From an optimization exercise on the open Yosys and OpenROAD flow, aimed at small area and a short achievable clock period; shortcuts taken in it are not production practice.
In this exercise RTL edits were held to simulation tests only and were not proved equivalent to the original.
No driver is modelled on the clock port, so clocking that relies on it looks cheaper here than on a real chip.

==> flow/design.v, too long to show whole: its modules and the start of the top module <==
// module MultiTop: 20 lines
// module FA: 4 lines
// module HA: 4 lines
// module BENC: 8 lines
// module BENC2: 10 lines
// module INV: 3 lines
// module NOR2: 3 lines
// module ANDN: 3 lines
// module NAND2: 3 lines
// module XOR2: 3 lines
// module AND2: 3 lines
// module AO21: 3 lines
// module XNOR: 3 lines
// module PPSEL: 3 lines
// module Multi: 1188 lines
module MultiTop(
    input             clk,
    input      [31:0] a,
    input      [31:0] b,
    output reg [31:0] prod
);
  // ...
==> flow/flow/run.sh <==
#!/bin/bash
# The standard layout (the standard.sh, standard synthesis included), except that the
# buffers buffer_ports puts on every input and output port are buf_1 cells rather than the
# clkdlybuf4s50_1 delay cells it picks by default. The make output goes to standard.log;
# ORFS keeps each step's own log under orfs/logs/.
set -euo pipefail
bash standard.sh BUFFER_PORTS_ARGS="-buffer_cell sky130_fd_sc_hd__buf_1" finish > standard.log 2>&1
==> flow/standard.sh <==
#!/bin/bash
# synth_recipe.tcl (not shown) runs the flow's synth.tcl, then flattens the netlist and writes it again
# the make line also repeats each setting of config.mk as NAME=value (left out here)
make -C /OpenROAD-flow-scripts/flow DESIGN_CONFIG=/design/flow/config.mk WORK_HOME=/design/flow/orfs CLKGATE_MAP_FILE= SYNTH_SCRIPT=/design/flow/synth_recipe.tcl "${@:-finish}"
==> flow/config.mk <==
export PLATFORM = sky130hd
export DESIGN_NAME = MultiTop
export DESIGN_NICKNAME = MultiTop
export VERILOG_FILES = /design/flow/design.v
export SDC_FILE = /design/flow/constraint.sdc
export NUM_CORES = 4
export LEC_CHECK = 0
export CAP_MARGIN = 20
export CORE_MARGIN = 2
export CORE_UTILIZATION = 40
export SLEW_MARGIN = 77
export SYNTH_HIERARCHICAL = 1
export SYNTH_MINIMUM_KEEP_SIZE = 0
==> flow/constraint.sdc <==
create_clock -name core_clock -period 17.0 [get_ports {clk}]
set_input_delay 3.4000 -clock core_clock [delete_from_list [all_inputs] [get_ports {clk}]]
set_output_delay 3.4000 -clock core_clock [all_outputs]
set_load 0.01 [all_outputs]
==> run_results.csv, run 1 <==
group,metric,value,unit
finish,n_antenna_cell,0,
yosys,yosysWarnings,7,
place,place_inst,1629,
sta,fmax,185,MHz
yosys,netlist_instances,1103,
worst_hold_path,hold_end,"prod[0]",
outcome,status,"no timing/DRC/antenna violations",
yosys,syn_nets,1409,
worst_setup_path,crit_buf_inv,2,
finish,sh_seq_area,14.0,%
place,place_ws,11.61,ns
yosys,yosys_most_used_dff,"dfxtp_1",
clock_network,cts_buffer_depth,2,
worst_setup_path,startpoint,"b_q[1]",
sta,fin_setup_tns,0,ns
sta,finalSetupViolCount,0,
finish,clk_share,2.14,%
finish,syn_to_final_growth,16.1,%
grt,use_met3,4.92,%
yosys,yosysTopAreaCell,"fa_1",
finish,most-common-layout-cells,"xnor2_1, o22ai_1, fa_1",
grt,grt_pass1_wl,54.7,mm
finish,nNetsFinal,1554,
place,numPortBuffers,96,
detailed_routing,drcViolationCount,0,
finish,final_cells,1649,
==> inputs of run 2 (changes only) <==
--- a/flow/config.mk
+++ b/flow/config.mk
@@ -8,6 +8,6 @@
 export CAP_MARGIN = 20
 export CORE_MARGIN = 2
 export CORE_UTILIZATION = 40
-export SLEW_MARGIN = 77
+export SLEW_MARGIN = 72
 export SYNTH_HIERARCHICAL = 1
 export SYNTH_MINIMUM_KEEP_SIZE = 0
==> run 2 against run 1 <==
Routed wire length down 1.7%. First-iteration DRC count rose by 17%. Worst hold slack improved by 0.013 ns. Sequential cell count unchanged. Critical endpoint unchanged. Highest routed layer unchanged.
==> run_results.csv, run 2 <==
group,metric,value,unit
detailed_routing,drtIter0Drc,815,
clock_network,numCtsBuffers,9,
finish,most-common-layout-cells,"xnor2_1, o22ai_1, fa_1",
finish,drive_gt1_share,10.4,%
yosys,async_reset_ff_share,0,%
grt,grt_pass1_wl,54.2,mm
finish,post-route-util,46.1,%
sta,slew_headroom,71.9,%
die,die_area,0.0323,mm2
yosys,synth_top_area_share,32.6,%
detailed_routing,ant_nets,0,
yosys,syn_area,0.0123,mm2
yosys,yosys_most_used_dff,"dfxtp_1",
yosys,yosysWarnings,7,
worst_setup_path,ff2ff_path_depth,16,
worst_setup_path,crit_fanout,33,
yosys,syn_nets,1409,
sta,hold_viol,0,
yosys,yosysTopAreaCell,"fa_1",
sta,min_period,5.42,ns
finish,n_antenna_cell,0,
finish,fin_area,0.0141,mm2
grt,gr-total-overflow,0,
place,gp_routability_congestion,0.899,
sta,worst_pin_slew,0.422,ns
clock_network,postCtsHoldBufs,0,
die,io_pins,97,
detailed_routing,wire_per_inst,20.7,um
die,die-height,180,um
sta,rsz0062_at_grt,"no",
clock_network,cts.htree.levels,3,
die,rows,64,
yosys,yosys.area_share.adder,36.6,%
clock_network,post_cts_buffers,0,
yosys,synth.most_common_cell,"xnor2_1",
yosys,synth_xor_area_share,26.4,%
yosys,netlist_instances,1103,
finish,nNetsFinal,1543,
worst_setup_path,cp-start-kind,"flip-flop",
clock_network,clkLatencyLatePin,0.38,ns
worst_hold_path,holdCritPathClass,"flip-flop to flip-flop",
grt,grt_max_degree,34,
finish,syn_to_final_growth,13.9,%
clock_network,cts_root_buf,"clkbuf_16",
clock_network,clkSinkCount,96,
detailed_routing,num_vias,9427,
clock_network,cts_tree,"yes",
yosys,syn-mean-instance-area,11.2,um2
worst_setup_path,cp_data_required_time,17.26,ns
yosys,synth_compound_area_share,17.1,%
sta,fin_setup_tns,0,ns
grt,first_global_vias,9606,
clock_network,clk_pin_slew_worst_paths,0.07,ns
yosys,yosys.area_share.simple,3.84,%
grt,track_usage,21.4,%
yosys,synth_edf_count,0,
place,numPortBuffers,96,
sta,finalSetupViolCount,0,
finish,layout_commonest_cell,"xnor2_1",
run,cap_violations,0,
sta,fin_crit_sh,31.9,%
outcome,status,"no timing/DRC/antenna violations",
worst_setup_path,critPathArrivalTime,5.68,ns
yosys,synthTopCellsByArea,"fa_1, xnor2_1, dfxtp_1",
place,hpwl,26.3,mm
finish,reg_top3,"a_q x32, b_q x32, prod x32",
worst_setup_path,cp-end-kind,"flip-flop",
yosys,synth_top_family_by_area,"adder cells",
yosys,synth_seq_cells,96,
sta,fin_worst_skew,0.00976,ns
die,die_x,180,um
detailed_routing,drcViolationCount,0,
yosys,synth_common_cells,"xnor2_1, o22ai_1, fa_1",
sta,report.final.slew_viol_count,0,
grt,antenna_found_initial,0,
clock_network,cts_resized,0,
detailed_routing,viasPerCell,5.76,
worst_setup_path,crit_type,"flip-flop to flip-flop",
detailed_routing,drt_first_pass_iters,6,
place,dpl_cell_area,0.0137,mm2
detailed_routing,routed_wl,34.0,mm
worst_hold_path,whs_path_depth,2,
die,core_area,0.0305,mm2
die,start_util,40.5,%
yosys,synthMuxAreaShare,0,%
sta,fmax,184,MHz
yosys,ys_seq_area_share,15.6,%
yosys,synth_cell_types,15,
clock_network,cts_buffer_depth,2,
-- run 2: path summary, 6_finish.rpt --
kind           from  endpoint  slack [ns]
max          b_q[5]  prod[31]       11.58
min          b_q[0]   prod[0]        0.83
max reg2reg  b_q[5]  prod[31]       11.58
min reg2reg  b_q[0]   prod[0]        0.83
-- run 2: critical path, cell delays in order, from the launching register on --
cell and delay [ns]:
dfxtp_2 0.32, clkbuf_8 0.33, xor2_1 0.28, nand2_4 0.23
o22ai_1 0.26, fa_1 0.48, fa_1 0.40, fa_1 0.44
fa_1 0.49, fa_1 0.40, fa_1 0.46, ha_1 0.33
and2_1 0.16, a21o_1 0.22, a21o_1 0.16, a21o_1 0.16
xor2_1 0.15
-- run 2: stage by stage --
step	hold WS, ns	cells	setup WS [ns]
CTS	0.816	1638	11.52
global route	0.886	1638	11.30
floorplan	1.00	1103	10.53
global placement	0.995	1609	10.72
finish	0.834	1638	11.58
detailed placement	0.802	1622	11.54
-- run 2: cells by family (layout without fill, tap and decap cells) --
group	after synthesis	after routing
AOI/OAI and AO/OA	316	316
adders and majority gates	241	241
DFF	96	96
xor gates and xnor gates	372	372
buffers and inverters	9	148
and+or+nand+nor	69	69
-- run 2: cell type report --
cell class | instances | area, um2
Tap cell | 396 | 495
Clock inverter | 6 | 75.1
Timing Repair Buffer | 130 | 733
Inverter | 2 | 12.5
Clock buffer | 10 | 229
Fill cell | 2859 | 16500
Multi-Input combinational cell | 998 | 10500
Sequential cell | 96 | 1980
-- run 2: per-layer routing --
metal  routed length (um)  GRT usage [%]  part of all wire (%)
met1                14600           29.5                    43
met2                15800           34.5                    46
met3                 2670           3.44                   7.9
met4                  893           7.41                   2.6
met5                    0              0                     0
-- run 2: modules after synthesis, one instance, submodules excluded --
module	times used	flip-flops and latches	area (um2)	cells
MultiTop	1	96	1920	96
Multi	1	0	58.8	8
FA	201	0	20.0	1
ANDN	16	0	13.8	1
HA	40	0	12.5	1
BENC	15	0	11.3	1
XNOR	302	0	8.76	1
XOR2	70	0	8.76	1
AO21	45	0	7.51	1
AND2	21	0	6.26	1
PPSEL	256	0	6.26	1
INV	2	0	3.75	1
NAND2	15	0	3.75	1
NOR2	16	0	3.75	1
==> inputs of run 3 (changes only) <==
--- a/flow/config.mk
+++ b/flow/config.mk
@@ -7,7 +7,7 @@
 export LEC_CHECK = 0
 export CAP_MARGIN = 20
 export CORE_MARGIN = 2
-export CORE_UTILIZATION = 40
-export SLEW_MARGIN = 72
+export CORE_UTILIZATION = 45
+export SLEW_MARGIN = 75
 export SYNTH_HIERARCHICAL = 1
 export SYNTH_MINIMUM_KEEP_SIZE = 0
==> run 3 against run 2 <==
Via count fell by 1.7%. Clock skew rose by 0.0037 ns. Worst setup slack lost 0.045 ns. Critical path type unchanged.
==> run_results.csv, run 3 <==
group,metric,value,unit
outcome,status,"no timing/DRC/antenna violations",
yosys,synth_cell_types,15,
worst_setup_path,critPathMostFrequentCell,"fa_1",
yosys,synth_top_area_share,32.6,%
die,rows,60,
finish,n_antenna_cell,0,
worst_setup_path,crit_type,"flip-flop to flip-flop",
finish,syn_to_final_growth,14.0,%
worst_setup_path,cp-start-kind,"flip-flop",
worst_setup_path,crit_fanout,29,
sta,report.final.slew_viol_count,0,
clock_network,cts.htree.levels,3,
yosys,syn-mean-instance-area,11.2,um2
finish,nNetsFinal,1548,
yosys,yosys_most_used_dff,"dfxtp_1",
die,die_x,170,um
detailed_routing,routed_wl,33.3,mm
worst_setup_path,cp_cell_sequence,"buf_8 > xor2_1 > nand2_1 > buf_4 > o22ai_1 > fa_1 > fa_1 > fa_1 > fa_1 > fa_1 > fa_1 > ha_1 > and2_1 > a21o_1 > a21o_1 > a21o_1 > xor2_1",
grt,grt_pass1_wl,53.1,mm
finish,final_cells,1588,
sta,fin_worst_skew,0.0134,ns
finish,nFillCells,2403,
worst_setup_path,cpMaxStageDelayCell,"fa_1",
die,start_util,45.8,%
clock_network,clkLatencyLatePin,0.37,ns
detailed_routing,drtIter0Drc,803,
sta,rsz0062_at_grt,"no",
clock_network,numCtsBuffers,9,
run,cap_violations,0,
worst_setup_path,ff2ff_setup_slack,11.53,ns
worst_setup_path,timing.rr.start,"b_q[3]",
grt,gr-total-overflow,0,
sta,slew_headroom,73.0,%
detailed_routing,drcViolationCount,0,
yosys,syn_nets,1409,
worst_setup_path,cp_data_required_time,17.27,ns
worst_setup_path,cp-end-kind,"flip-flop",
finish,most-common-layout-cells,"xnor2_1, o22ai_1, fa_1",
yosys,ys_seq_area_share,15.6,%
worst_setup_path,startpoint,"b_q[3]",
die,die-height,170,um
yosys,synth_seq_cells,96,
yosys,synth_common_cells,"xnor2_1, o22ai_1, fa_1",
detailed_routing,wire_per_inst,21.0,um
worst_hold_path,holdCritPathClass,"flip-flop to flip-flop",
sta,fin_setup_tns,0,ns
clock_network,postCtsHoldBufs,0,
sta,fin_crit_sh,32.2,%
finish,layout_commonest_cell,"xnor2_1",
yosys,yosysWarnings,7,
place,place_inst,1571,
detailed_routing,viasPerCell,5.84,
worst_hold_path,whs_path_depth,2,
die,io_pins,97,
clock_network,clk_pin_slew_worst_paths,0.09,ns
sta,fmax,183,MHz
worst_hold_path,min-delay-start,"b_q[1]",
clock_network,cts_resized,0,
finish,post-route-util,52.2,%
place,gp_routability_congestion,0.900,
clock_network,cts_tree,"yes",
worst_setup_path,critPathArrivalTime,5.74,ns
worst_setup_path,cp_top_family,"adder cells",
detailed_routing,ant_nets,0,
worst_setup_path,crit_buf_inv,2,
clock_network,cts_root_buf,"clkbuf_16",
worst_setup_path,r2r_end,"prod[30]",
place,hpwl,25.8,mm
worst_setup_path,ff2ff_path_depth,17,
sta,setup_slack,11.53,ns
clock_network,clkSinkCount,96,
place,numPortBuffers,96,
grt,track_usage,24.1,%
grt,first_global_vias,9490,
sta,finalSetupViolCount,0,
yosys,yosysTopAreaCell,"fa_1",
grt,grt_max_degree,34,
yosys,synthTopCellsByArea,"fa_1, xnor2_1, dfxtp_1",
clock_network,cts_buffer_depth,2,
finish,drive_gt1_share,11.7,%
die,die_area,0.0288,mm2
detailed_routing,drt_first_pass_iters,5,
worst_setup_path,slowest_delay,0.52,ns
place,place_ws,11.57,ns
yosys,synth_edf_count,0,
finish,reg_top3,"a_q x32, b_q x32, prod x32",
yosys,async_reset_ff_share,0,%
yosys,synth.most_common_cell,"xnor2_1",
yosys,netlist_instances,1103,
detailed_routing,num_vias,9269,
sta,min_period,5.47,ns
grt,antenna_found_initial,0,
sta,worst_pin_slew,0.406,ns
die,core_area,0.0270,mm2
yosys,syn_area,0.0123,mm2
worst_hold_path,hold_end,"prod[1]",
sta,hold_viol,0,
clock_network,post_cts_buffers,0,
## run 3: cell type report
cell class                 count  area [um2]  share of cell area (%)
multi-input combinational    998       10600                    75.0
tap                          341         427                    3.03
clock inverter                 7        91.3                   0.649
sequential                    96        1990                    14.2
timing repair buffer         135         776                    5.51
clock buffer                   9         225                    1.60
inverter                       2        12.5                  0.0889
## run 3: how the worst max path moves through the flow
stage,endpoint,slack [ns],depth (start not counted)
final,prod[30],11.53,17
after global routing,prod[31],11.28,17
after CTS,prod[31],11.56,17
after detailed placement,prod[30],11.57,17
after global placement,prod[31],10.87,15
after floorplan,prod[31],10.53,14
## run 3: kinds of logic (layout without fill, tap and decap cells)
kind of cell	count (synthesis)	in the layout	share of synthesized area, %
compound gates	316	316	17.1
fa+ha+maj	241	241	36.6
buf+inv	9	153	0.486
xor+xnor	372	372	26.4
simple gates	69	69	3.84
flops	96	96	15.6
## run 3: stage by stage
step           hold slack (ns)  cell area (um2)
5_1_grt                  0.851            14100
4_1_cts                  0.816            14000
2_1_floorplan             1.00            12300
6_report                 0.816            14100
3_3_place_gp              1.01            13300
3_5_place_dp             0.799            13700
## run 3: tightest hold or removal path, cell delays in order (launching register included)
cell	delay, ns
dfxtp_4	0.50
nor2b_4	0.18
ha_1	0.12
## run 3: per-module statistics from Yosys, one instance, submodules excluded, excerpt
module,cells,area [um2],copies in the design,flip-flops and latches
BENC,1,11.3,15,0
ANDN,1,13.8,16,0
AND2,1,6.26,21,0
INV,1,3.75,2,0
NAND2,1,3.75,15,0
HA,1,12.5,40,0
XOR2,1,8.76,70,0
XNOR,1,8.76,302,0
MultiTop,96,1920,1,96
PPSEL,1,6.26,256,0
NOR2,1,3.75,16,0
FA,1,20.0,201,0
## run 3: metal layers
metal	GRT usage, %	vias up	part of all wire, %
met5	0	-	0
met3	3.78	48	6.6
met1	33.0	4602	44
li1	-	4249	-
met4	6.65	0	2.1
met2	39.8	370	47
==> inputs of run 4 (changes only) <==
--- a/flow/config.mk
+++ b/flow/config.mk
@@ -7,7 +7,7 @@
 export LEC_CHECK = 0
 export CAP_MARGIN = 20
 export CORE_MARGIN = 2
-export CORE_UTILIZATION = 45
+export CORE_UTILIZATION = 35
 export SLEW_MARGIN = 75
 export SYNTH_HIERARCHICAL = 1
 export SYNTH_MINIMUM_KEEP_SIZE = 0
==> run 4 against run 3 <==
Final cell count grew 7.1%. Sequential share of layout area decreased by 0.14 points. First-iteration DRC count decreased by 12%. Synthesized cell count unchanged. Clock skew up 0.00089 ns. Utilization down 11 points. Sequential cell count is the same. Final area grew 0.96%. Global-route usage shrank 4.3 points. Die area is 28% higher. Largest cell class unchanged. Highest routed layer unchanged.
==> run_results.csv, run 4 <==
group,metric,value,unit
sta,hold_viol,0,
worst_setup_path,crit_type,"flip-flop to flip-flop",
die,die-height,192,um
sta,worst_pin_slew,0.376,ns
clock_network,cts_tree,"yes",
detailed_routing,ant_nets,0,
sta,min_period,5.52,ns
detailed_routing,routed_wl,34.7,mm
worst_setup_path,critPathArrivalTime,5.77,ns
yosys,yosys_most_used_dff,"dfxtp_1",
worst_hold_path,holdCritPathClass,"flip-flop to flip-flop",
finish,syn_to_final_growth,15.1,%
worst_setup_path,cp_data_required_time,17.26,ns
worst_setup_path,critPathMostFrequentCell,"fa_1",
outcome,status,"no timing/DRC/antenna violations",
finish,nFillCells,3322,
sta,fin_worst_skew,0.0143,ns
grt,grt_pass1_wl,55.3,mm
yosys,ys_seq_area_share,15.6,%
finish,drive_gt1_share,11.6,%
finish,most-common-layout-cells,"xnor2_1, o22ai_1, fa_1",
yosys,synth_common_cells,"xnor2_1, o22ai_1, fa_1",
sta,report.final.slew_viol_count,0,
clock_network,cts.htree.levels,3,
detailed_routing,viasPerCell,5.46,
grt,antenna_found_initial,0,
clock_network,post_cts_buffers,0,
grt,first_global_vias,9829,
die,start_util,35.7,%
detailed_routing,dr_wl_met3,2.77,mm
yosys,syn-mean-instance-area,11.2,um2
clock_network,clk_pin_slew_worst_paths,0.07,ns
detailed_routing,drt_first_pass_iters,5,
clock_network,numCtsBuffers,9,
detailed_routing,dr_wl_met2,16.1,mm
yosys,syn_area,0.0123,mm2
clock_network,cts_buffer_depth,2,
sta,slew_headroom,74.9,%
worst_setup_path,cp_cell_sequence,"buf_8 > xnor2_1 > nand2_2 > buf_4 > o22ai_1 > fa_1 > fa_1 > fa_1 > fa_1 > fa_1 > ha_1 > a21o_1 > a21o_1 > a21o_1 > a21o_2 > a21o_1 > xor2_1",
sta,rsz0062_at_grt,"no",
finish,post-route-util,41.0,%
yosys,synth_seq_cells,96,
grt,grt_max_degree,34,
detailed_routing,drtIter0Drc,705,
yosys,yosysTopAreaCell,"fa_1",
clock_network,cts_resized,0,
grt,track_usage,19.7,%
yosys,syn_nets,1409,
clock_network,clkLatencyLatePin,0.39,ns
yosys,async_reset_ff_share,0,%
detailed_routing,num_vias,9277,
worst_setup_path,cp-start-kind,"flip-flop",
run,cap_violations,0,
yosys,synth_edf_count,0,
die,die_x,192,um
die,io_pins,97,
clock_network,clkSinkCount,96,
yosys,synth_top_area_share,32.6,%
die,die_area,0.0368,mm2
yosys,synthTopCellsByArea,"fa_1, xnor2_1, dfxtp_1",
worst_setup_path,slowest_delay,0.51,ns
place,hpwl,27.3,mm
detailed_routing,drcViolationCount,0,
yosys,netlist_instances,1103,
worst_setup_path,cpMaxStageDelayCell,"fa_1",
detailed_routing,wl_met1,14.8,mm
detailed_routing,wire_per_inst,20.4,um
yosys,yosysWarnings,7,
place,numPortBuffers,96,
sta,fin_setup_tns,0,ns
yosys,synth.most_common_cell,"xnor2_1",
sta,fin_crit_sh,32.5,%
die,rows,68,
yosys,synth_cell_types,15,
finish,layout_commonest_cell,"xnor2_1",
worst_setup_path,ff2ff_setup_slack,11.48,ns
die,core_area,0.0346,mm2
sta,fmax,181,MHz
finish,reg_top3,"a_q x32, b_q x32, prod x32",
clock_network,postCtsHoldBufs,0,
clock_network,cts_root_buf,"clkbuf_16",
grt,gr-total-overflow,0,
detailed_routing,highest_layer,"met4",
worst_setup_path,cp-end-kind,"flip-flop",
worst_setup_path,crit_fanout,17,
place,gp_routability_congestion,0.905,
sta,finalSetupViolCount,0,
finish,n_antenna_cell,0,
finish,nNetsFinal,1546,
## run 4: final cells by class
class / instances / area, um2 / share of cell area, %
Multi-Input combinational cell: 998 / 10600 / 74.4
Tap cell: 455 / 569 / 4.01
Sequential cell: 96 / 1990 / 14.0
Clock inverter: 7 / 95.1 / 0.669
Timing Repair Buffer: 133 / 747 / 5.26
Inverter: 2 / 15.0 / 0.106
Clock buffer: 9 / 225 / 1.58
## run 4: path summary, 6_finish.rpt
| check | from | endpoint | cells past startpoint |
|---|---|---|---|
| min reg2reg | b_q[0] | prod[0] | 2 |
| max reg2reg | b_q[1] | prod[31] | 17 |
| max | b_q[1] | prod[31] | 17 |
| min | b_q[0] | prod[0] | 2 |
## run 4: cell families after synthesis
logic type                 after synthesis  share of synthesized area [%]
and+or+nand+nor                         69                           3.84
DFF                                     96                           15.6
buffers and inverters                    9                          0.486
AOI/OAI and AO/OA                      316                           17.1
xor gates and xnor gates               372                           26.4
adders and majority gates              241                           36.6
## run 4: Yosys stat by module, one instance, submodules excluded, a selection
module	cell area (um2)	cells	flops+latches	copies in the design
Multi	58.8	8	0	1
AO21	7.51	1	0	45
PPSEL	6.26	1	0	256
HA	12.5	1	0	40
AND2	6.26	1	0	21
NAND2	3.75	1	0	15
ANDN	13.8	1	0	16
NOR2	3.75	1	0	16
XOR2	8.76	1	0	70
BENC	11.3	1	0	15
XNOR	8.76	1	0	302
INV	3.75	1	0	2
MultiTop	1920	96	96	1
## run 4: critical path, delay by kind of cell, from the launching register on
kind                       cells  cell delay [ns]
xor gates and xnor gates       2             0.29
DFF                            1             0.49
adders and majority gates      6             2.62
AOI/OAI and AO/OA              6             1.26
buffers and inverters          2             0.47
and+or+nand+nor                1             0.22
## run 4: stage by stage
step	cell area, um2	hold WS [ns]	std cells	setup WS, ns
global placement	13400	0.985	1671	10.97
CTS	14200	0.846	1700	11.50
finish	14200	0.802	1700	11.48
detailed placement	13800	0.830	1684	11.48
global route	14200	0.828	1700	11.24
floorplan	12300	1.00	1103	10.53
## run 4: routing by layer
layer	vias to the layer above	global-route usage (%)
met3	61	5.02
met1	4588	25.2
li1	4258	-
met2	370	31.9
met4	0	7.57
met5	-	0
==> inputs of run 5 (changes only) <==
--- a/flow/config.mk
+++ b/flow/config.mk
@@ -7,7 +7,7 @@
 export LEC_CHECK = 0
 export CAP_MARGIN = 20
 export CORE_MARGIN = 2
-export CORE_UTILIZATION = 35
+export CORE_UTILIZATION = 40
 export SLEW_MARGIN = 75
 export SYNTH_HIERARCHICAL = 1
 export SYNTH_MINIMUM_KEEP_SIZE = 0
==> run 5 against run 4 <==
Count of clock-buffer cells in the layout unchanged. Worst hold slack worse by 0.025 ns. Fmax up 1.4%. Utilization rose by 5.2 points. Sequential cell count unchanged.
==> run_results.csv, run 5 <==
group,metric,value,unit
outcome,status,"no timing/DRC/antenna violations",
finish,drive_gt1_share,11.6,%
worst_setup_path,cpMaxStageDelayCell,"fa_1",
finish,layout_commonest_cell,"xnor2_1",
finish,n_antenna_cell,0,
die,rows,64,
yosys,synth.most_common_cell,"xnor2_1",
die,die_x,180,um
worst_setup_path,critPathMostFrequentCell,"fa_1",
sta,setup_slack,11.56,ns
die,die-height,180,um
die,start_util,40.5,%
detailed_routing,num_vias,9367,
sta,worst_pin_slew,0.369,ns
clock_network,postCtsHoldBufs,0,
sta,min_period,5.44,ns
sta,hold_viol,0,
yosys,syn_nets,1409,
worst_setup_path,cp_data_required_time,17.25,ns
grt,grt_pass1_wl,54.0,mm
yosys,synth_seq_cells,96,
yosys,yosysTopAreaCell,"fa_1",
yosys,async_reset_ff_share,0,%
clock_network,cts_root_buf,"clkbuf_16",
yosys,synthTopCellsByArea,"fa_1, xnor2_1, dfxtp_1",
finish,nNetsFinal,1549,
clock_network,clkLatencyLatePin,0.37,ns
detailed_routing,ant_nets,0,
sta,fin_crit_sh,32.0,%
clock_network,cts_tree,"yes",
grt,first_global_vias,9599,
yosys,ys_seq_area_share,15.6,%
finish,reg_top3,"a_q x32, b_q x32, prod x32",
worst_setup_path,slowest_delay,0.59,ns
sta,report.final.slew_viol_count,0,
yosys,syn_area,0.0123,mm2
clock_network,cts_buffer_depth,2,
finish,fin_area,0.0141,mm2
clock_network,numCtsBuffers,9,
grt,grt_max_degree,34,
finish,syn_to_final_growth,14.3,%
clock_network,clk_pin_slew_worst_paths,0.07,ns
die,io_pins,97,
clock_network,cts_resized,0,
worst_hold_path,holdCritPathClass,"flip-flop to flip-flop",
worst_setup_path,ff2ff_setup_slack,11.56,ns
yosys,synth_top_family_by_area,"adder cells",
die,core_area,0.0305,mm2
finish,final_cells,1644,
detailed_routing,drtIter0Drc,732,
worst_setup_path,critPathArrivalTime,5.69,ns
yosys,synth_common_cells,"xnor2_1, o22ai_1, fa_1",
yosys,yosysWarnings,7,
place,gp_routability_congestion,0.899,
yosys,netlist_instances,1103,
yosys,synth_xor_area_share,26.4,%
sta,slew_headroom,75.4,%
worst_setup_path,crit_fanout,21,
sta,rsz0062_at_grt,"no",
worst_setup_path,crit_type,"flip-flop to flip-flop",
sta,finalSetupViolCount,0,
yosys,yosys.area_share.simple,3.84,%
place,place_ws,11.55,ns
worst_setup_path,cp-end-kind,"flip-flop",
detailed_routing,viasPerCell,5.70,
yosys,synth_compound_area_share,17.1,%
finish,most-common-layout-cells,"xnor2_1, o22ai_1, fa_1",
sta,fin_worst_skew,0.00902,ns
detailed_routing,routed_wl,33.9,mm
grt,gr-total-overflow,0,
die,die_area,0.0323,mm2
yosys,synth_edf_count,0,
run,cap_violations,0,
place,numPortBuffers,96,
detailed_routing,drt_first_pass_iters,5,
detailed_routing,drcViolationCount,0,
place,hpwl,26.4,mm
worst_setup_path,cp-start-kind,"flip-flop",
place,dpl_cell_area,0.0138,mm2
yosys,yosys.area_share.adder,36.6,%
sta,fmax,184,MHz
yosys,yosys_most_used_dff,"dfxtp_1",
grt,antenna_found_initial,0,
finish,layout.area.seq,0.00199,mm2
finish,nFillCells,2831,
yosys,synthMuxAreaShare,0,%
clock_network,cts.htree.levels,3,
clock_network,clkSinkCount,96,
clock_network,post_cts_buffers,0,
yosys,synth_cell_types,15,
worst_setup_path,cp_cell_sequence,"buf_6 > xnor2_2 > buf_2 > clkdlybuf4s15_2 > o22ai_1 > fa_1 > fa_1 > fa_1 > fa_1 > fa_1 > ha_1 > ha_1 > and2_1 > and2_1 > and2_1 > a21o_1 > xor2_1",
place,place_inst,1628,
sta,fin_setup_tns,0,ns
detailed_routing,wire_per_inst,20.6,um
yosys,syn-mean-instance-area,11.2,um2
finish,multi_input_area,0.0106,mm2
grt,track_usage,21.4,%
yosys,synth_top_area_share,32.6,%
-- run 5: cells by family (layout without fill, tap and decap cells) --
logic type                 Yosys count  count (layout)
DFF                                 96              96
xor gates and xnor gates           372             372
buffers and inverters                9             154
AOI/OAI and AO/OA                  316             316
and+or+nand+nor                     69              69
adders and majority gates          241             241
-- run 5: routing by layer --
layer  part of all wire (%)  routed length [um]  global-route usage, %
met4                    3.0                1010                   7.74
met5                      0                   0                      0
met2                     46               15700                   34.4
met1                     43               14700                   28.9
met3                    7.4                2510                   4.13
-- run 5: cell type report --
| class | instances | share of cell area (%) |
|---|---|---|
| multi-input cells | 998 | 74.8 |
| flip-flops and latches | 96 | 14.1 |
| repair buffers | 136 | 5.37 |
| well taps | 396 | 3.51 |
| clock buffers | 9 | 1.60 |
| clock inverters | 7 | 0.434 |
| inverters | 2 | 0.106 |
-- run 5: final timing paths --
| check | start | cells after the start | to |
|---|---|---|---|
| max | b_q[17] | 17 | prod[31] |
| min | b_q[0] | 2 | prod[0] |
| max reg2reg | b_q[17] | 17 | prod[31] |
| min reg2reg | b_q[0] | 2 | prod[0] |
-- run 5: critical path: cells and delay by family, from the launching register on --
kind                     cells  cell delay, ns
buffers and inverters        3            0.79
flip-flops                   1            0.33
adder cells (fa/ha/maj)      7            3.02
AND/OR/NAND/NOR              3            0.49
AO/OA/AOI/OAI                2            0.32
XOR/XNOR                     2            0.36
-- run 5: modules after synthesis, one instance, submodules excluded, excerpt --
| module | cells inside | flip-flops and latches | times used |
|---|---|---|---|
| NOR2 | 1 | 0 | 16 |
| XOR2 | 1 | 0 | 70 |
| AND2 | 1 | 0 | 21 |
| NAND2 | 1 | 0 | 15 |
| PPSEL | 1 | 0 | 256 |
| XNOR | 1 | 0 | 302 |
| HA | 1 | 0 | 40 |
| Multi | 8 | 0 | 1 |
| AO21 | 1 | 0 | 45 |
| BENC | 1 | 0 | 15 |
-- run 5: stage by stage --
stage	hold slack [ns]	util (%)
final	0.777	46.3
after global routing	0.848	46.3
after CTS	0.834	46.1
after detailed placement	0.819	45.2
after global placement	0.995	43.7
after floorplan	1.00	-
==> inputs of run 6 (changes only) <==
==> flow/flow/run.sh (replaced) <==
#!/bin/bash
set -euo pipefail
SKEW_CELLS="sky130_fd_sc_hd__clkdlybuf4s50_1" \
  bash standard.sh BUFFER_PORTS_ARGS="-buffer_cell sky130_fd_sc_hd__buf_1" PRE_CTS_TCL="$(pwd)/flow/skew.tcl" finish > standard.log 2>&1
==> flow/flow/skew.tcl (new file) <==
set block [ord::get_db_block]
set db [ord::get_db]
set clk [$block findNet clk]
set cells [split $::env(SKEW_CELLS) ","]
set flops {}
set sx 0.0
set sy 0.0
foreach i [$block getInsts] {
  if {[string match {prod\[*} [$i getName]]} {
    lappend flops $i
    set bb [$i getBBox]
    set sx [expr {$sx + [$bb xMin]}]
    set sy [expr {$sy + [$bb yMin]}]
  }
}
set nf [llength $flops]
puts "skew: $nf product registers"
if {$nf != 32} { error "skew: expected 32 product registers, found $nf" }
set cx [expr {int($sx / $nf)}]
set cy [expr {int($sy / $nf)}]
set prev $clk
set k 0
foreach c $cells {
  set m [$db findMaster $c]
  if {$m eq "NULL" || $m eq ""} { error "skew: no master $c" }
  set inst [odb::dbInst_create $block $m skew_dly_$k]
  set net [odb::dbNet_create $block clk_prod_$k]
  $net setSigType CLOCK
  [$inst findITerm A] connect $prev
  [$inst findITerm X] connect $net
  $inst setLocation $cx $cy
  $inst setPlacementStatus PLACED
  set prev $net
  incr k
}
foreach i $flops {
  set it [$i findITerm CLK]
  $it disconnect
  $it connect $prev
}
puts "skew: product registers now clocked from [$prev getName] through $k cells"
detailed_placement
--- a/flow/config.mk
+++ b/flow/config.mk
@@ -8,6 +8,6 @@
 export CAP_MARGIN = 20
 export CORE_MARGIN = 2
 export CORE_UTILIZATION = 40
-export SLEW_MARGIN = 75
+export SLEW_MARGIN = 72
 export SYNTH_HIERARCHICAL = 1
 export SYNTH_MINIMUM_KEEP_SIZE = 0
==> run 6 against run 5 <==
The run now fails in clock tree synthesis (4_1_cts). Synthesized cell count stayed put. Synthesized area stayed put.
==> run_results.csv, run 6 <==
group,metric,value,unit
outcome,status,"aborted with a tool error",
outcome,stop_stage,"clock tree synthesis (4_1_cts)",
outcome,error,"Error: cts.tcl, 6 skew: expected 32 product registers, found 0",
yosys,synth_edf_count,0,
yosys,yosys_most_used_dff,"dfxtp_1",
yosys,async_reset_ff_share,0,%
place,hpwl,26.3,mm
die,rows,64,
yosys,syn-mean-instance-area,11.2,um2
yosys,synth_top_area_share,32.6,%
die,io_pins,97,
place,gp_routability_congestion,0.899,
yosys,yosysTopAreaCell,"fa_1",
die,die_x,180,um
yosys,synth_common_cells,"xnor2_1, o22ai_1, fa_1",
place,place_inst,1622,
yosys,ys_seq_area_share,15.6,%
yosys,synth.most_common_cell,"xnor2_1",
yosys,synth_cell_types,15,
yosys,syn_nets,1409,
yosys,yosysWarnings,7,
yosys,synth_seq_cells,96,
yosys,synthTopCellsByArea,"fa_1, xnor2_1, dfxtp_1",
die,start_util,40.5,%
yosys,syn_area,0.0123,mm2
die,die-height,180,um
yosys,netlist_instances,1103,
place,numPortBuffers,96,
run 6: metrics by stage:
stage	hold WS, ns	setup slack [ns]	cell area (um2)
2_1_floorplan	1.00	10.53	12300
3_3_place_gp	0.995	10.72	13300
3_5_place_dp	0.802	11.54	13700
run 6: per-module statistics from Yosys (local to each module, per instance), excerpt:
module	flip-flops and latches	cell area, um2
AND2	0	6.26
ANDN	0	13.8
AO21	0	7.51
BENC	0	11.3
FA	0	20.0
HA	0	12.5
MultiTop	96	1920
NOR2	0	3.75
PPSEL	0	6.26
XOR2	0	8.76
run 6: kinds of logic after synthesis:
logic type	synth area share (%)
AND/OR/NAND/NOR	3.84
AO/OA/AOI/OAI	17.1
buffers and inverters	0.486
XOR/XNOR	26.4
flip-flops	15.6
adder cells (fa/ha/maj)	36.6
run 6: worst min-delay path by stage:
stage,to,slack (ns),cells after the start
detailed placement,prod[0],0.80,2
global placement,prod[3],0.99,4
floorplan,prod[3],1.00,5
==> inputs of run 7 (changes only) <==
--- a/flow/flow/skew.tcl
+++ b/flow/flow/skew.tcl
@@ -6,7 +6,7 @@
 set sx 0.0
 set sy 0.0
 foreach i [$block getInsts] {
-  if {[string match {prod\[*} [$i getName]]} {
+  if {[string match "prod*" [$i getName]] && [string match "sky130_fd_sc_hd__df*" [[$i getMaster] getName]]} {
     lappend flops $i
     set bb [$i getBBox]
     set sx [expr {$sx + [$bb xMin]}]
==> run 7 against run 6 <==
The run now finishes clean. Synthesized area did not move. Synthesized cell count is the same.
==> run_results.csv, run 7 <==
group,metric,value,unit
worst_setup_path,timing.rr.start,"b_q[5]",
grt,antenna_found_initial,0,
worst_setup_path,cp-end-kind,"flip-flop",
yosys,synth_seq_cells,96,
run,cap_violations,0,
clock_network,clk_pin_slew_worst_paths,0.07,ns
worst_setup_path,cp_data_required_time,17.97,ns
yosys,ys_seq_area_share,15.6,%
yosys,syn_nets,1409,
finish,layout_commonest_cell,"xnor2_1",
yosys,yosysWarnings,7,
grt,grt_pass1_wl,55.4,mm
die,die_area,0.0323,mm2
worst_hold_path,min-delay-start,"b_q[0]",
place,dpl_cell_area,0.0137,mm2
yosys,yosys_most_used_dff,"dfxtp_1",
sta,finalSetupViolCount,0,
sta,fin_crit_sh,31.7,%
detailed_routing,viasPerCell,5.76,
finish,reg_top3,"a_q x32, b_q x32, prod x32",
die,start_util,40.5,%
sta,fin_setup_tns,0,ns
grt,grt_max_degree,34,
sta,rsz0062_at_grt,"no",
yosys,synth_top_area_share,32.6,%
yosys,synth_cell_types,15,
detailed_routing,wire_per_inst,21.3,um
detailed_routing,drtIter0Drc,855,
clock_network,postCtsHoldBufs,0,
finish,syn_to_final_growth,16.9,%
sta,report.final.slew_viol_count,0,
yosys,netlist_instances,1103,
yosys,synth_edf_count,0,
sta,fmax,185,MHz
die,core_area,0.0305,mm2
place,hpwl,26.3,mm
sta,min_period,5.39,ns
die,io_pins,97,
finish,most-common-layout-cells,"xnor2_1, o22ai_1, fa_1",
sta,hold_viol,0,
yosys,syn-mean-instance-area,11.2,um2
worst_setup_path,cp-start-kind,"flip-flop",
finish,nNetsFinal,1558,
yosys,yosysTopAreaCell,"fa_1",
sta,slew_headroom,72.6,%
detailed_routing,routed_wl,35.2,mm
clock_network,cts_tree,"yes",
sta,worst_pin_slew,0.411,ns
detailed_routing,drt_first_pass_iters,7,
detailed_routing,drcViolationCount,0,
clock_network,post_cts_buffers,0,
worst_setup_path,crit_type,"flip-flop to flip-flop",
finish,fin_area,0.0144,mm2
worst_setup_path,startpoint,"b_q[5]",
die,die-height,180,um
detailed_routing,ant_nets,0,
clock_network,clkLatencyLatePin,1.10,ns
place,gp_routability_congestion,0.899,
worst_hold_path,holdCritPathClass,"flip-flop to flip-flop",
yosys,async_reset_ff_share,0,%
yosys,syn_area,0.0123,mm2
finish,drive_gt1_share,11.5,%
worst_setup_path,critPathArrivalTime,6.36,ns
die,rows,64,
place,numPortBuffers,96,
finish,n_antenna_cell,0,
grt,first_global_vias,9810,
die,die_x,180,um
grt,gr-total-overflow,0,
yosys,synth.most_common_cell,"xnor2_1",
yosys,synthTopCellsByArea,"fa_1, xnor2_1, dfxtp_1",
worst_setup_path,crit_fanout,33,
outcome,status,"no timing/DRC/antenna violations",
sta,fin_worst_skew,0.0601,ns
yosys,synth_common_cells,"xnor2_1, o22ai_1, fa_1",
grt,track_usage,22.2,%
clock_network,cts_resized,0,
detailed_routing,num_vias,9540,
## run 7: cell counts after synthesis
Identical to the previous run, type by type.
## run 7: metal layers
layer,wire length (um),up-vias,global-route usage [%]
li1,-,4273,-
met1,15000,4676,29.6
met2,16400,515,35.2
met3,2870,76,4.96
met4,1060,0,9.04
met5,0,-,0
## run 7: layout make-up, without the clock buffers
type	count	area (um2)
Timing Repair Buffer	131	738
Tap cell	396	495
Clock inverter	7	95.1
Fill cell	2805	16100
Sequential cell	96	1980
Multi-Input combinational cell	998	10500
Buffer	1	10.0
Inverter	2	12.5
## run 7: kinds of logic (layout without fill, tap and decap cells)
group	count (synthesis)	after routing	share of synthesized area, %
simple gates	69	69	3.84
compound gates	316	316	17.1
buf+inv	9	166	0.486
fa+ha+maj	241	241	36.6
flops	96	96	15.6
xor+xnor	372	372	26.4
## run 7: Yosys stat by module, one instance, submodules excluded
module    cells inside  times used  cell area, um2
AO21                 1          45            7.51
MultiTop            96           1            1920
Multi                8           1            58.8
INV                  1           2            3.75
HA                   1          40            12.5
NAND2                1          15            3.75
AND2                 1          21            6.26
PPSEL                1         256            6.26
XOR2                 1          70            8.76
ANDN                 1          16            13.8
BENC                 1          15            11.3
FA                   1         201            20.0
XNOR                 1         302            8.76
NOR2                 1          16            3.75
## run 7: metrics by stage
step | std cells | worst slack, ns | util, % | hold slack, ns
after floorplan | 1103 | 10.53 | - | 1.00
after global placement | 1609 | 10.72 | 43.7 | 0.995
after detailed placement | 1622 | 11.54 | 45.0 | 0.802
after CTS | 1655 | 11.55 | 47.2 | 0.763
after global routing | 1656 | 11.33 | 47.3 | 0.838
final | 1656 | 11.61 | 47.3 | 0.772
## run 7: worst paths after layout
kind              end  slack (ns)  cells after the start
max reg2reg  prod[31]       11.61                     16
min           prod[0]        0.77                      2
min reg2reg   prod[0]        0.77                      2
max          prod[31]       11.61                     16
## run 7: worst max-delay path, cell delays in order (launching register included)
cell and delay [ns]:
dfxtp_2 0.32, clkbuf_8 0.34, xor2_1 0.28, nand2_4 0.23
o22ai_1 0.26, fa_1 0.48, fa_1 0.40, fa_1 0.45
fa_1 0.49, fa_1 0.40, fa_1 0.46, ha_1 0.33
and2_1 0.16, a21o_1 0.22, a21o_1 0.16, a21o_1 0.16
xor2_1 0.15
==> inputs of run 8 (changes only) <==
==> flow/flow/run.sh (replaced) <==
#!/bin/bash
set -euo pipefail
SKEW_CELLS="sky130_fd_sc_hd__clkdlybuf4s50_1" \
  bash standard.sh BUFFER_PORTS_ARGS="-buffer_cell sky130_fd_sc_hd__buf_1" PRE_CTS_TCL="$(pwd)/flow/skew.tcl" CTS_ARGS="-sink_clustering_enable -repair_clock_nets -delay_buffer_derate 0 -no_insertion_delay" finish > standard.log 2>&1
==> run 8 against run 7 <==
Still clean. Final cell count is 0.42% lower. Synthesized area did not move. Via count fell by 1.1%. Clock skew increased by 0.87 ns. Synthesized cell count stayed put. First-iteration DRC count down 3.5%. Critical path depth down 15. Global-route usage fell by 0.12 points. Critical path type is now flip-flop to output port. Critical endpoint is now prod[0].
==> run_results.csv, run 8 <==
group,metric,value,unit
yosys,synth_common_cells,"xnor2_1, o22ai_1, fa_1",
worst_setup_path,critPathArrivalTime,1.73,ns
yosys,synth_edf_count,0,
finish,nNetsFinal,1551,
sta,hold_ws,0.0436,ns
yosys,yosysTopAreaCell,"fa_1",
worst_setup_path,cp-start-kind,"flip-flop",
sta,worst_pin_slew,0.424,ns
outcome,status,"no timing/DRC/antenna violations",
worst_setup_path,crit_buf_inv,1,
die,rows,64,
die,io_pins,97,
worst_setup_path,crit_fanout,1,
finish,syn_to_final_growth,15.4,%
grt,grt_max_degree,34,
worst_setup_path,cp_cell_sequence,"buf_1",
die,die_area,0.0323,mm2
grt,track_usage,22.1,%
detailed_routing,drt_first_pass_iters,8,
worst_setup_path,cp-end-kind,"output port",
die,die-height,180,um
clock_network,clk_pin_slew_worst_paths,0.07,ns
detailed_routing,drtIter0Drc,825,
clock_network,cts_tree,"yes",
die,die_x,180,um
detailed_routing,drcViolationCount,0,
grt,antenna_found_initial,0,
worst_setup_path,cp_data_required_time,13.60,ns
yosys,synth_cell_types,15,
yosys,syn_nets,1409,
yosys,synth_top_area_share,32.6,%
finish,most-common-layout-cells,"xnor2_1, o22ai_1, fa_1",
die,start_util,40.5,%
place,hpwl,26.3,mm
clock_network,postCtsHoldBufs,1,
sta,fmax,195,MHz
yosys,ys_seq_area_share,15.6,%
grt,use_met2,35.5,%
yosys,netlist_instances,1103,
run,cap_violations,0,
grt,grt_pass1_wl,55.1,mm
clock_network,clkLatencyLatePin,1.27,ns
die,core_area,0.0305,mm2
grt,use_met3,4.13,%
sta,rsz0062_at_grt,"no",
yosys,synth.most_common_cell,"xnor2_1",
worst_setup_path,crit_type,"flip-flop to output port",
detailed_routing,viasPerCell,5.72,
finish,n_antenna_cell,0,
finish,drive_gt1_share,11.0,%
grt,grt_busiest_layer,"met2",
worst_setup_path,slowest_delay,0.32,ns
yosys,yosysWarnings,7,
worst_setup_path,cpMaxStageDelayCell,"dfxtp_1",
yosys,synth_seq_cells,96,
grt,gr-total-overflow,0,
sta,finalSetupViolCount,0,
place,numPortBuffers,96,
detailed_routing,routed_wl,34.9,mm
yosys,synthTopCellsByArea,"fa_1, xnor2_1, dfxtp_1",
clock_network,cts_resized,0,
sta,fin_crit_sh,30.2,%
place,gp_routability_congestion,0.899,
sta,slew_headroom,71.7,%
sta,hold_viol,0,
grt,first_global_vias,9708,
finish,nFillCells,2815,
sta,fin_setup_tns,0,ns
yosys,async_reset_ff_share,0,%
yosys,yosys_most_used_dff,"dfxtp_1",
finish,reg_top3,"a_q x32, b_q x32, prod x32",
finish,post-route-util,46.7,%
clock_network,post_cts_buffers,0,
detailed_routing,num_vias,9437,
sta,report.final.slew_viol_count,0,
sta,min_period,5.14,ns
finish,multi_input_area,0.0105,mm2
yosys,syn_area,0.0123,mm2
finish,layout_commonest_cell,"xnor2_1",
worst_setup_path,cp_top_family,"flip-flops",
sta,fin_worst_skew,0.927,ns
grt,globalRouteMet1Util,30.1,%
detailed_routing,ant_nets,0,
worst_hold_path,holdCritPathClass,"flip-flop to flip-flop",
yosys,syn-mean-instance-area,11.2,um2
finish,layout.area.seq,0.00198,mm2
detailed_routing,wire_per_inst,21.1,um
==> run 8: worst paths after layout <==
kind,from,endpoint,slack [ns],cells past startpoint
worst min-delay path,b_q[1],prod[1],0.04,3
worst min register to register,b_q[1],prod[1],0.04,3
worst max register to register,b_q[0],prod[31],12.43,16
worst max-delay path,prod[0],prod[0],11.87,1
==> run 8: logic make-up after synthesis <==
family	Yosys count	share of synthesized area [%]
buf+inv	9	0.486
flops	96	15.6
fa+ha+maj	241	36.6
simple gates	69	3.84
compound gates	316	17.1
xor+xnor	372	26.4
==> run 8: area by class of cell, without the clock buffers <==
cell class | count | share of cell area [%]
Sequential cell | 96 | 13.9
Inverter | 2 | 0.0878
Multi-Input combinational cell | 998 | 73.9
Tap cell | 396 | 3.48
Clock inverter | 9 | 0.755
Buffer | 1 | 0.0703
Timing Repair Buffer | 132 | 5.25
==> run 8: worst min-delay path, stage by stage, from the launching register on <==
cell,delay (ns)
dfxtp_4,0.43
buf_8,0.22
nor2b_4,0.16
ha_1,0.12
==> run 8: layer usage <==
layer	vias to the layer above	share of wire, %
met2	454	46
li1	4256	-
met3	56	8.3
met4	0	2.8
met1	4671	42
met5	-	0
==> run 8: Yosys stat by module (local to each module, per instance), a selection <==
module | copies in the design | cells | cell area, um2 | flops+latches
XOR2 | 70 | 1 | 8.76 | 0
MultiTop | 1 | 96 | 1920 | 96
XNOR | 302 | 1 | 8.76 | 0
HA | 40 | 1 | 12.5 | 0
AND2 | 21 | 1 | 6.26 | 0
AO21 | 45 | 1 | 7.51 | 0
BENC | 15 | 1 | 11.3 | 0
==> run 8: stage by stage <==
| step | instances | instance area [um2] | setup slack [ns] |
|---|---|---|---|
| floorplan | 1103 | 12300 | 10.53 |
| global placement | 1609 | 13300 | 10.72 |
| detailed placement | 1622 | 13700 | 11.54 |
| CTS | 1648 | 14200 | 11.83 |
| global route | 1649 | 14200 | 11.80 |
| finish | 1649 | 14200 | 11.87 |
==> inputs of run 9 (changes only) <==
==> flow/flow/run.sh (replaced) <==
#!/bin/bash
set -euo pipefail
SKEW_CELLS="sky130_fd_sc_hd__clkbuf_2" \
  bash standard.sh BUFFER_PORTS_ARGS="-buffer_cell sky130_fd_sc_hd__buf_1" PRE_CTS_TCL="$(pwd)/flow/skew.tcl" CTS_ARGS="-sink_clustering_enable -repair_clock_nets -delay_buffer_derate 0 -no_insertion_delay" finish > standard.log 2>&1
==> run 9 against run 8 <==
Still clean. Sequential cell count unchanged. Register-to-register slack worse by 0.40 ns. Global-route usage hardly changed. Critical path depth up 15. Final cell count decreased by 0.12%. Final area is 0.16% lower.
==> run_results.csv, run 9 <==
group,metric,value,unit
worst_setup_path,critPathArrivalTime,5.68,ns
worst_setup_path,crit_buf_inv,1,
finish,n_antenna_cell,0,
worst_setup_path,cp-end-kind,"flip-flop",
finish,multi_input_area,0.0105,mm2
yosys,synth_edf_count,0,
grt,grt_pass1_wl,55.2,mm
worst_hold_path,whs_path_depth,2,
worst_setup_path,cpMaxStageDelayCell,"fa_1",
finish,reg_top3,"a_q x32, b_q x32, prod x32",
sta,fmax,201,MHz
sta,hold_viol,0,
yosys,synth_cell_types,15,
sta,finalSetupViolCount,0,
yosys,synth_xor_area_share,26.4,%
detailed_routing,ant_nets,0,
detailed_routing,drtIter0Drc,835,
finish,syn_to_final_growth,15.2,%
yosys,synth.most_common_cell,"xnor2_1",
grt,grt_max_degree,34,
finish,post-route-util,46.6,%
sta,fin_setup_tns,0,ns
place,dpl_cell_area,0.0137,mm2
yosys,ys_seq_area_share,15.6,%
place,place_inst,1622,
worst_setup_path,crit_fanout,29,
clock_network,clkLatencyLatePin,0.83,ns
yosys,synth_compound_area_share,17.1,%
yosys,synth_top_area_share,32.6,%
die,die-height,180,um
finish,nNetsFinal,1549,
place,numPortBuffers,96,
yosys,yosys_most_used_dff,"dfxtp_1",
detailed_routing,num_vias,9445,
place,gp_routability_congestion,0.899,
clock_network,cts_tree,"yes",
finish,layout.area.seq,0.00198,mm2
detailed_routing,drcViolationCount,0,
yosys,netlist_instances,1103,
sta,hold_ws,0.332,ns
sta,min_period,4.97,ns
finish,most-common-layout-cells,"xnor2_1, o22ai_1, fa_1",
yosys,synth_common_cells,"xnor2_1, o22ai_1, fa_1",
yosys,synthTopCellsByArea,"fa_1, xnor2_1, dfxtp_1",
worst_setup_path,ff2ff_path_depth,16,
detailed_routing,routed_wl,34.9,mm
detailed_routing,wire_per_inst,21.2,um
yosys,syn-mean-instance-area,11.2,um2
worst_hold_path,holdCritPathClass,"flip-flop to flip-flop",
yosys,yosysTopAreaCell,"fa_1",
grt,first_global_vias,9662,
clock_network,postCtsHoldBufs,0,
sta,report.final.slew_viol_count,0,
yosys,async_reset_ff_share,0,%
sta,rsz0062_at_grt,"no",
run,cap_violations,0,
die,start_util,40.5,%
yosys,synth_top_family_by_area,"adder cells",
yosys,yosys.area_share.simple,3.84,%
outcome,status,"no timing/DRC/antenna violations",
die,core_area,0.0305,mm2
worst_setup_path,cp.depth,16,
yosys,synthMuxAreaShare,0,%
finish,fin_area,0.0142,mm2
worst_setup_path,slowest_delay,0.51,ns
die,die_x,180,um
yosys,syn_nets,1409,
finish,layout_commonest_cell,"xnor2_1",
grt,antenna_found_initial,0,
yosys,syn_area,0.0123,mm2
worst_setup_path,crit_type,"flip-flop to flip-flop",
sta,fin_crit_sh,29.2,%
finish,final_cells,1647,
yosys,yosys.area_share.adder,36.6,%
yosys,synth_seq_cells,96,
sta,worst_pin_slew,0.423,ns
finish,drive_gt1_share,11.0,%
worst_setup_path,cp_data_required_time,17.70,ns
grt,track_usage,22.1,%
clock_network,cts_resized,0,
worst_setup_path,critPathMostFrequentCell,"fa_1",
grt,gr-total-overflow,0,
worst_setup_path,cp_top_family,"adder cells",
die,io_pins,97,
sta,slew_headroom,71.8,%
yosys,yosysWarnings,7,
die,die_area,0.0323,mm2
sta,fin_worst_skew,0.491,ns
worst_setup_path,cp-start-kind,"flip-flop",
detailed_routing,drt_first_pass_iters,6,
detailed_routing,viasPerCell,5.73,
clock_network,clk_pin_slew_worst_paths,0.07,ns
clock_network,post_cts_buffers,0,
place,hpwl,26.3,mm
die,rows,64,
worst_setup_path,cp_cell_sequence,"buf_8 > xnor2_1 > nand2_4 > o22ai_1 > fa_1 > fa_1 > fa_1 > fa_1 > fa_1 > fa_1 > ha_1 > and2_1 > and2_1 > and2_1 > a21o_1 > xor2_1",
finish,nFillCells,2816,
-- run 9: cell counts after synthesis --
Identical to the previous run, type by type.
-- run 9: Yosys stat by module (local to each module, per instance), excerpt --
module | area [um2] | cells
XNOR | 8.76 | 1
NAND2 | 3.75 | 1
PPSEL | 6.26 | 1
HA | 12.5 | 1
AND2 | 6.26 | 1
FA | 20.0 | 1
ANDN | 13.8 | 1
MultiTop | 1920 | 96
BENC | 11.3 | 1
Multi | 58.8 | 8
INV | 3.75 | 1
AO21 | 7.51 | 1
-- run 9: final timing paths --
path	from	slack, ns	end
max reg2reg	b_q[1]	12.03	prod[31]
min reg2reg	b_q[0]	0.33	prod[0]
max	b_q[1]	12.03	prod[31]
min	b_q[0]	0.33	prod[0]
-- run 9: final cells by class, without the clock buffers --
class | instances | area share, %
well taps | 396 | 3.48
plain buffers | 1 | 0.0352
inverters | 2 | 0.0880
repair buffers | 130 | 5.16
clock inverters | 9 | 0.757
flip-flops and latches | 96 | 13.9
multi-input cells | 998 | 74.1
-- run 9: layer usage --
layer  track usage, %  share of wire (%)
met3             3.69                8.1
met1             30.3                 43
met5                0                  0
met2             35.9                 47
met4             6.70                2.3
-- run 9: cells by family (layout without fill, tap and decap cells) --
| group | count (synthesis) | after routing |
|---|---|---|
| AND/OR/NAND/NOR | 69 | 69 |
| flip-flops | 96 | 96 |
| XOR/XNOR | 372 | 372 |
| AO/OA/AOI/OAI | 316 | 316 |
| buffers and inverters | 9 | 157 |
| adder cells (fa/ha/maj) | 241 | 241 |
-- run 9: worst min-delay path, cell delays in order (launching register included) --
cell,delay [ns]
dfxtp_1,0.33
inv_4,0.27
nor2_1,0.15
-- run 9: stage by stage --
stage | setup slack, ns
floorplan | 10.53
global placement | 10.72
detailed placement | 11.54
CTS | 12.00
global route | 11.78
finish | 12.03
==> inputs of run 10 (changes only) <==
==> flow/flow/run.sh (replaced) <==
#!/bin/bash
set -euo pipefail
SKEW_CELLS="sky130_fd_sc_hd__clkdlybuf4s18_1" \
  bash standard.sh BUFFER_PORTS_ARGS="-buffer_cell sky130_fd_sc_hd__buf_1" PRE_CTS_TCL="$(pwd)/flow/skew.tcl" CTS_ARGS="-sink_clustering_enable -repair_clock_nets -delay_buffer_derate 0 -no_insertion_delay" finish > standard.log 2>&1
==> run 10 against run 9 <==
Global-route usage about the same. Clock skew grew 0.15 ns. Routed wire length is 0.12% lower. Sequential share of layout area barely moved. Sequential cell count is the same. Final area about the same. Utilization barely moved.
==> run_results.csv, run 10 <==
group,metric,value,unit
sta,hold_viol,0,
yosys,syn-mean-instance-area,11.2,um2
grt,track_usage,22.1,%
sta,setup_slack,12.15,ns
clock_network,post_cts_buffers,0,
finish,syn_to_final_growth,15.3,%
finish,drive_gt1_share,11.0,%
sta,report.final.slew_viol_count,0,
grt,antenna_found_initial,0,
yosys,synth_top_area_share,32.6,%
detailed_routing,viasPerCell,5.74,
worst_setup_path,crit_fanout,1,
worst_setup_path,cp_cell_sequence,"buf_1",
sta,fin_crit_sh,28.5,%
detailed_routing,routed_wl,34.9,mm
yosys,synth.most_common_cell,"xnor2_1",
finish,n_antenna_cell,0,
finish,fin_area,0.0142,mm2
worst_setup_path,crit_buf_inv,1,
detailed_routing,wire_per_inst,21.2,um
yosys,async_reset_ff_share,0,%
sta,finalSetupViolCount,0,
yosys,synth_edf_count,0,
detailed_routing,drtIter0Drc,843,
worst_setup_path,timing.rr.start,"b_q[5]",
die,die_x,180,um
grt,grt_pass1_wl,55.1,mm
place,gp_routability_congestion,0.899,
sta,slew_headroom,72.4,%
sta,rsz0062_at_grt,"no",
sta,fin_setup_tns,0,ns
worst_setup_path,critPathArrivalTime,1.45,ns
yosys,synth_seq_cells,96,
sta,fmax,206,MHz
yosys,yosysTopAreaCell,"fa_1",
die,die_area,0.0323,mm2
die,io_pins,97,
place,dpl_cell_area,0.0137,mm2
grt,first_global_vias,9703,
detailed_routing,drt_first_pass_iters,7,
worst_setup_path,ff2ff_path_depth,16,
worst_setup_path,cpMaxStageDelayCell,"dfxtp_1",
place,numPortBuffers,96,
worst_setup_path,slowest_delay,0.32,ns
clock_network,clkLatencyLatePin,0.98,ns
detailed_routing,drcViolationCount,0,
yosys,synth_cell_types,15,
run,cap_violations,0,
worst_setup_path,r2r_end,"prod[31]",
worst_setup_path,cp_top_family,"flip-flops",
clock_network,clk_pin_slew_worst_paths,0.07,ns
die,die-height,180,um
sta,hold_ws,0.190,ns
sta,worst_pin_slew,0.414,ns
yosys,syn_area,0.0123,mm2
worst_hold_path,whs_path_depth,2,
place,hpwl,26.3,mm
detailed_routing,num_vias,9460,
clock_network,postCtsHoldBufs,0,
clock_network,cts_resized,0,
worst_setup_path,cp-end-kind,"output port",
yosys,ys_seq_area_share,15.6,%
worst_hold_path,hold_end,"prod[0]",
yosys,syn_nets,1409,
finish,reg_top3,"a_q x32, b_q x32, prod x32",
worst_hold_path,holdCritPathClass,"flip-flop to flip-flop",
yosys,yosys_most_used_dff,"dfxtp_1",
die,start_util,40.5,%
yosys,yosysWarnings,7,
outcome,status,"no timing/DRC/antenna violations",
die,core_area,0.0305,mm2
sta,fin_worst_skew,0.640,ns
worst_hold_path,min-delay-start,"b_q[0]",
finish,layout_commonest_cell,"xnor2_1",
detailed_routing,ant_nets,0,
worst_setup_path,ff2ff_setup_slack,12.15,ns
worst_setup_path,cp_data_required_time,13.60,ns
yosys,synthTopCellsByArea,"fa_1, xnor2_1, dfxtp_1",
worst_setup_path,cp-start-kind,"flip-flop",
place,place_ws,11.54,ns
yosys,synth_common_cells,"xnor2_1, o22ai_1, fa_1",
finish,nNetsFinal,1550,
worst_setup_path,crit_type,"flip-flop to output port",
die,rows,64,
finish,most-common-layout-cells,"xnor2_1, o22ai_1, fa_1",
yosys,netlist_instances,1103,
grt,grt_max_degree,34,
grt,gr-total-overflow,0,
clock_network,cts_tree,"yes",
sta,min_period,4.85,ns
-- run 10: cell types whose count changed in the layout (fill, tap and decap cells not counted), sizes merged --
cell           delta
clkdlybuf4s18     +1
-- run 10: worst max-delay path by stage --
stage                  start       end  slack [ns]  cells after the start
finish               prod[0]   prod[0]       12.15                      1
global route          b_q[5]  prod[31]       11.92                     16
CTS                 prod[26]  prod[26]       12.12                      1
detailed placement   b_q[13]  prod[31]       11.54                     16
global placement      b_q[1]  prod[31]       10.72                     15
floorplan             b_q[1]  prod[31]       10.53                     14
-- run 10: per-layer routing --
| layer | up-vias | part of all wire, % | global-route usage [%] |
|---|---|---|---|
| met5 | - | 0 | 0 |
| met4 | 0 | 2.8 | 7.48 |
| met3 | 54 | 8.7 | 4.13 |
| met2 | 485 | 46 | 35.4 |
| met1 | 4657 | 42 | 30.1 |
| li1 | 4264 | - | - |
-- run 10: final cells by class, without the clock buffers --
cell class	count	area, um2
Clock inverter	9	108
Timing Repair Buffer	131	738
Sequential cell	96	1980
Buffer	1	10.0
Inverter	2	12.5
Multi-Input combinational cell	998	10500
Fill cell	2816	16300
Tap cell	396	495
-- run 10: kinds of logic (layout without fill, tap and decap cells) --
kind of cell | after synthesis | after routing | synth area share (%)
AO/OA/AOI/OAI | 316 | 316 | 17.1
adder cells (fa/ha/maj) | 241 | 241 | 36.6
XOR/XNOR | 372 | 372 | 26.4
AND/OR/NAND/NOR | 69 | 69 | 3.84
buffers and inverters | 9 | 158 | 0.486
flip-flops | 96 | 96 | 15.6
-- run 10: Yosys stat by module (local to each module, per instance), a selection --
| module | times used | cells inside |
|---|---|---|
| MultiTop | 1 | 96 |
| FA | 201 | 1 |
| Multi | 1 | 8 |
| XNOR | 302 | 1 |
| XOR2 | 70 | 1 |
| ANDN | 16 | 1 |
| PPSEL | 256 | 1 |
| HA | 40 | 1 |
| AO21 | 45 | 1 |
| NOR2 | 16 | 1 |
| BENC | 15 | 1 |
| AND2 | 21 | 1 |
-- run 10: stage by stage --
stage | util (%) | instances
after floorplan | - | 1103
after global placement | 43.7 | 1609
after detailed placement | 45.0 | 1622
after CTS | 46.5 | 1647
after global routing | 46.7 | 1648
final | 46.7 | 1648

## afterwards: timing with drivers on the ports
No port has a modelled driver above. Below, the same layouts with a new extraction and two added sets of constraints. Step 1 assumes that a clkbuf_16 drives the clock port and a buf_2 every other input. Step 2, shift: input delay + t, output delay - t, t = (earliest + latest rising clock arrival at the registers) / 2. This alone moves slack from input paths to output paths. a / b / c = no drivers / after step 1 / after step 2; a / b = the first two.
| run | t (ns) | setup WS [ns] | latest minus earliest clock arrival (ns) |
|---|---|---|---|
| run 1 | 0.433 | 11.581 / 11.581 / 11.581 | 0.014 / 0.014 |
| run 2 | 0.421 | 11.576 / 11.576 / 11.576 | 0.010 / 0.010 |
| run 3 | 0.416 | 11.531 / 11.531 / 11.531 | 0.014 / 0.014 |
| run 4 | 0.427 | 11.482 / 11.482 / 11.482 | 0.014 / 0.014 |
| run 5 | 0.419 | 11.560 / 11.560 / 11.560 | 0.009 / 0.009 |
| run 7 | 1.129 | 11.605 / 11.605 / 11.605 | 0.061 / 0.061 |
| run 8 | 0.855 | 11.865 / 11.815 / 12.432 | 0.927 / 0.927 |
| run 9 | 0.641 | 12.028 / 12.028 / 12.028 | 0.491 / 0.492 |
| run 10 | 0.713 | 12.149 / 12.099 / 12.150 | 0.639 / 0.639 |
Clock arrivals are far apart in run 8, run 9 and run 10, so t is only a midpoint there and step 2 fits no single register.
